This is an optimization exercise on Yosys and OpenROAD, whose aim is small area, not a production implementation.
The RTL was checked by simulation tests, not by an equivalence proof against the original design.

== the baseline ==
// algorithm_top
module algorithm_top (
  input  logic            clk,
  input  logic            rst_n,
  input  logic            s_axis_valid,
  output logic            s_axis_ready,
  input  logic signed [DATA_WIDTH*2-1:0] s_axis_data,  
  output logic            m_axis_valid,
  input  logic            m_axis_ready,
  output logic signed [OUTPUT_WIDTH*2-1:0] m_axis_data
);
Size: roughly 520 flip-flops, roughly 74 I/O pins, about 29000 um^2 of cells after synthesis.
==> flow/config.mk <==
export PLATFORM = sky130hd
export DESIGN_NAME = algorithm_top
export DESIGN_NICKNAME = algorithm_top
export VERILOG_FILES = /design/flow/design.v
export SDC_FILE = /design/flow/constraint.sdc
export NUM_CORES = 4
export LEC_CHECK = 0
export CAP_MARGIN = 20
export CORE_MARGIN = 2
export CORE_UTILIZATION = 40
export CTS_BUF_LIST = sky130_fd_sc_hd__clkbuf_4 sky130_fd_sc_hd__clkbuf_8
export SLEW_MARGIN = 20
==> flow/constraint.sdc <==
create_clock -name core_clock -period 11.0 [get_ports {clk}]
set_input_delay 2.2000 -clock core_clock [delete_from_list [all_inputs] [get_ports {clk}]]
set_output_delay 2.2000 -clock core_clock [all_outputs]
set_load 0.01 [all_outputs]
run.sh (not shown) runs the stock make flow with config.mk's settings and CLKGATE_MAP_FILE= SYNTH_SCRIPT=/design/flow/synth_recipe.tcl, a recipe that flattens the netlist after the stock synthesis.
Input-level comparison between the candidate and the baseline:
-- flow/config.mk --
<<< the baseline, line 8
export CAP_MARGIN = 20
>>> the candidate, line 8
export CAP_MARGIN = 10
<<< the baseline, line 10
export CORE_UTILIZATION = 40
>>> the candidate, line 10
export CORE_UTILIZATION = 65
<<< the baseline, line 12
export SLEW_MARGIN = 20
>>> the candidate, line 12
export SLEW_MARGIN = 10
==> comparison <==
The baseline -> the candidate: layout multi-input combinational cell count flat. The baseline ended up with m_axis_data[29] as its capturing element of the worst setup path; the candidate ended up with m_axis_data[15]. Compared with the baseline, in the candidate layout overhead on the synthesized area decreased by 1.7 points relative to the old numbers; final cell count decreased by 10% relative to the old numbers. Compared to the baseline, the candidate has core utilization 28 points higher. Relative to the baseline, the candidate degrades minimum clock period after layout.


run 1:
algorithm_top, a different RTL version from the one above (not shown whole).
Size in the first run: ~1900 cells after synthesis, ~520 flip-flops, roughly 74 I/O pins, roughly 0.027 sq mm of cells after synthesis.
Settings: LEC_CHECK=0, CAP_MARGIN=20, CORE_MARGIN=2, CORE_UTILIZATION=65, SLEW_MARGIN=20; clock period 11.0 ns.
standard.sh (not shown) runs the stock make flow with config.mk's settings and CLKGATE_MAP_FILE= SYNTH_SCRIPT=/design/flow/synth_recipe.tcl, a recipe that flattens the netlist after the stock synthesis.
==> flow/flow/run.sh <==
#!/bin/bash
# Own layout flow: the standard ORFS flow (standard.sh) with a few make settings changed:
#  - SYNTH_ARGS=-noabc: skip the quick ABC pass inside Yosys's synth so that the full-adder
#    extraction sees the adder logic as written (registers are unaffected)
#  - port buffers are buf_1 instead of the default choice
#  - clock tree synthesis without dummy loads, with larger sink clusters of clkbuf_16
set -o pipefail
bash standard.sh \
  SYNTH_ARGS=-noabc \
  BUFFER_PORTS_ARGS="-buffer_cell sky130_fd_sc_hd__buf_1" \
  CTS_ARGS="-sink_clustering_enable -repair_clock_nets -dont_use_dummy_load -sink_clustering_size 25 -sink_clustering_max_diameter 80 -buf_list sky130_fd_sc_hd__clkbuf_16" \
   finish > standard_flow.log 2>&1
Run 1 completed every stage of the flow, and the final layout passed the timing, DRC and antenna checks.
The inputs of run 2 differ from those of run 1 as listed below.
- CORE_UTILIZATION: 65 -> 40
## What came out
- Run 2 went all the way through the flow, and no timing, DRC or antenna check failed.
- Cell area after layout grows slightly when moving from run 1 to run 2.
- Run 2 and run 1 ended up with roughly the same total area of sequential cells.
- The number of cells after detailed placement in run 2 sits 328 above the value recorded for run 1.


algorithm_top, a different RTL version from the one above (not shown whole).
Size: ~74 I/O pins, roughly 28,000 µm² of cells after synthesis.
clock: 11.0 ns
lec_check: 0
cap_margin: 20
core_margin: 2
core_utilization: 40
slew_margin: 20
==> flow/flow/run.sh <==
#!/bin/bash
# Own layout flow: the standard ORFS flow (standard.sh) with a few make settings changed:
#  - SYNTH_ARGS=-noabc: skip the quick ABC pass inside Yosys's synth so that the full-adder
#    extraction sees the adder logic as written (registers are unaffected)
#  - port buffers are buf_1 instead of the default choice
#  - clock tree synthesis without dummy loads, larger sink clusters
set -o pipefail
bash standard.sh \
  SYNTH_ARGS=-noabc \
  BUFFER_PORTS_ARGS="-buffer_cell sky130_fd_sc_hd__buf_1" \
  CTS_ARGS="-sink_clustering_enable -repair_clock_nets -dont_use_dummy_load -sink_clustering_size 18 -sink_clustering_max_diameter 60 -buf_list sky130_fd_sc_hd__clkbuf_16" \
  finish > standard_flow.log 2>&1
The first run finished with timing, DRC and antenna clean.
Change:
--- a/flow/flow/run.sh
+++ b/flow/flow/run.sh
@@ -9,4 +9,4 @@
   SYNTH_ARGS=-noabc \
   BUFFER_PORTS_ARGS="-buffer_cell sky130_fd_sc_hd__buf_1" \
-  CTS_ARGS="-sink_clustering_enable -repair_clock_nets -dont_use_dummy_load -sink_clustering_size 18 -sink_clustering_max_diameter 60 -buf_list sky130_fd_sc_hd__clkbuf_16" \
+  CTS_ARGS="-sink_clustering_enable -repair_clock_nets -dont_use_dummy_load -sink_clustering_size 25 -sink_clustering_max_diameter 80 -buf_list sky130_fd_sc_hd__clkbuf_16" \
   finish > standard_flow.log 2>&1
Count of clock-buffer cells in the layout went down by 11.
Global-route usage is lower by 0.18 points.
Synthesized area does not change.
Clock skew came out lower by 0.013 ns.
Worst hold slack is about the same.
Via count drops by 0.85%.
First-iteration DRC count went up by 6.9%.
Worst setup slack is better by 0.019 ns.
Change:
--- a/flow/flow/run.sh
+++ b/flow/flow/run.sh
@@ -4,5 +4,6 @@
 #    extraction sees the adder logic as written (registers are unaffected)
 #  - port buffers are buf_1 instead of the default choice
-#  - clock tree synthesis without dummy loads, larger sink clusters
+#  - clock tree synthesis without dummy loads, with larger sink clusters of clkbuf_16
+#  - RECOVER_POWER=100: after global routing, downsize gates on paths with positive slack
 set -o pipefail
 bash standard.sh \
@@ -10,3 +11,3 @@
   BUFFER_PORTS_ARGS="-buffer_cell sky130_fd_sc_hd__buf_1" \
   CTS_ARGS="-sink_clustering_enable -repair_clock_nets -dont_use_dummy_load -sink_clustering_size 25 -sink_clustering_max_diameter 80 -buf_list sky130_fd_sc_hd__clkbuf_16" \
-  finish > standard_flow.log 2>&1
+  RECOVER_POWER=100 finish > standard_flow.log 2>&1
Settings changed: CORE_UTILIZATION 40 to 65.
Outcome: Now the flow completed, yet does not pass: max-capacitance violations, max-slew violations. Utilization goes up by 27 points. Die area came out lower by 38%. Clock-buffer cell count is unchanged. Worst hold slack is about the same. Routed wire length drops by 3.6%. Cell count goes down by 12%. Critical path depth falls by 2.
Change:
--- a/flow/flow/run.sh
+++ b/flow/flow/run.sh
@@ -5,5 +5,4 @@
 #  - port buffers are buf_1 instead of the default choice
 #  - clock tree synthesis without dummy loads, with larger sink clusters of clkbuf_16
-#  - RECOVER_POWER=100: after global routing, downsize gates on paths with positive slack
 set -o pipefail
 bash standard.sh \
@@ -11,3 +10,3 @@
   BUFFER_PORTS_ARGS="-buffer_cell sky130_fd_sc_hd__buf_1" \
   CTS_ARGS="-sink_clustering_enable -repair_clock_nets -dont_use_dummy_load -sink_clustering_size 25 -sink_clustering_max_diameter 80 -buf_list sky130_fd_sc_hd__clkbuf_16" \
-  RECOVER_POWER=100 finish > standard_flow.log 2>&1
+   finish > standard_flow.log 2>&1
What happened: The changed run ran to the end with no violations; design area came out higher by 0.32%; hold slack is about the same; setup slack degrades by 0.014 ns; utilization grows by 0.23 points; global-route usage does not change; sequential share of layout area came out lower by 0.16 points; die area is unchanged; via count came out higher by about 0.6%; count of clock-buffer cells in the layout is unchanged.

## re-timing with driven ports
The results above use ideal ports. As a check the final layouts listed here were re-extracted and re-timed, cells and wires unchanged. Step 1 sets driving cells, clkbuf_16 on the clock port and buf_2 on the other inputs (assumed; they add their load-dependent delay and slew). Step 2 times the ports against the registers' clock, not the clock port: input delays grow and output delays shrink by t, the midpoint of the rising clock arrivals with the driver on. a / b / c = no drivers / after step 1 / after step 2; a / b = the first two.
run	t, ns	setup slack, ns	hold WS [ns]	cell pins on the clock port's net
the baseline	0.668	0.321 / 0.272 / 0.940	0.487 / 0.487 / 0.487	1
the candidate	0.665	0.209 / 0.158 / 0.823	0.499 / 0.499 / 0.499	1
run 1	0.619	0.270 / 0.213 / 0.832	0.444 / 0.444 / 0.444	1
run 2	0.609	0.290 / 0.235 / 0.844	0.439 / 0.439 / 0.439	1
the first run of note 3	0.580	0.256 / 0.202 / 0.782	0.489 / 0.489 / 0.489	1
the second run of note 3	0.613	0.276 / 0.223 / 0.835	0.491 / 0.491 / 0.491	1
the third run of note 3	0.602	0.233 / 0.180 / 0.782	0.492 / 0.492 / 0.492	1
the fourth run of note 3	0.601	0.219 / 0.168 / 0.769	0.492 / 0.492 / 0.492	1
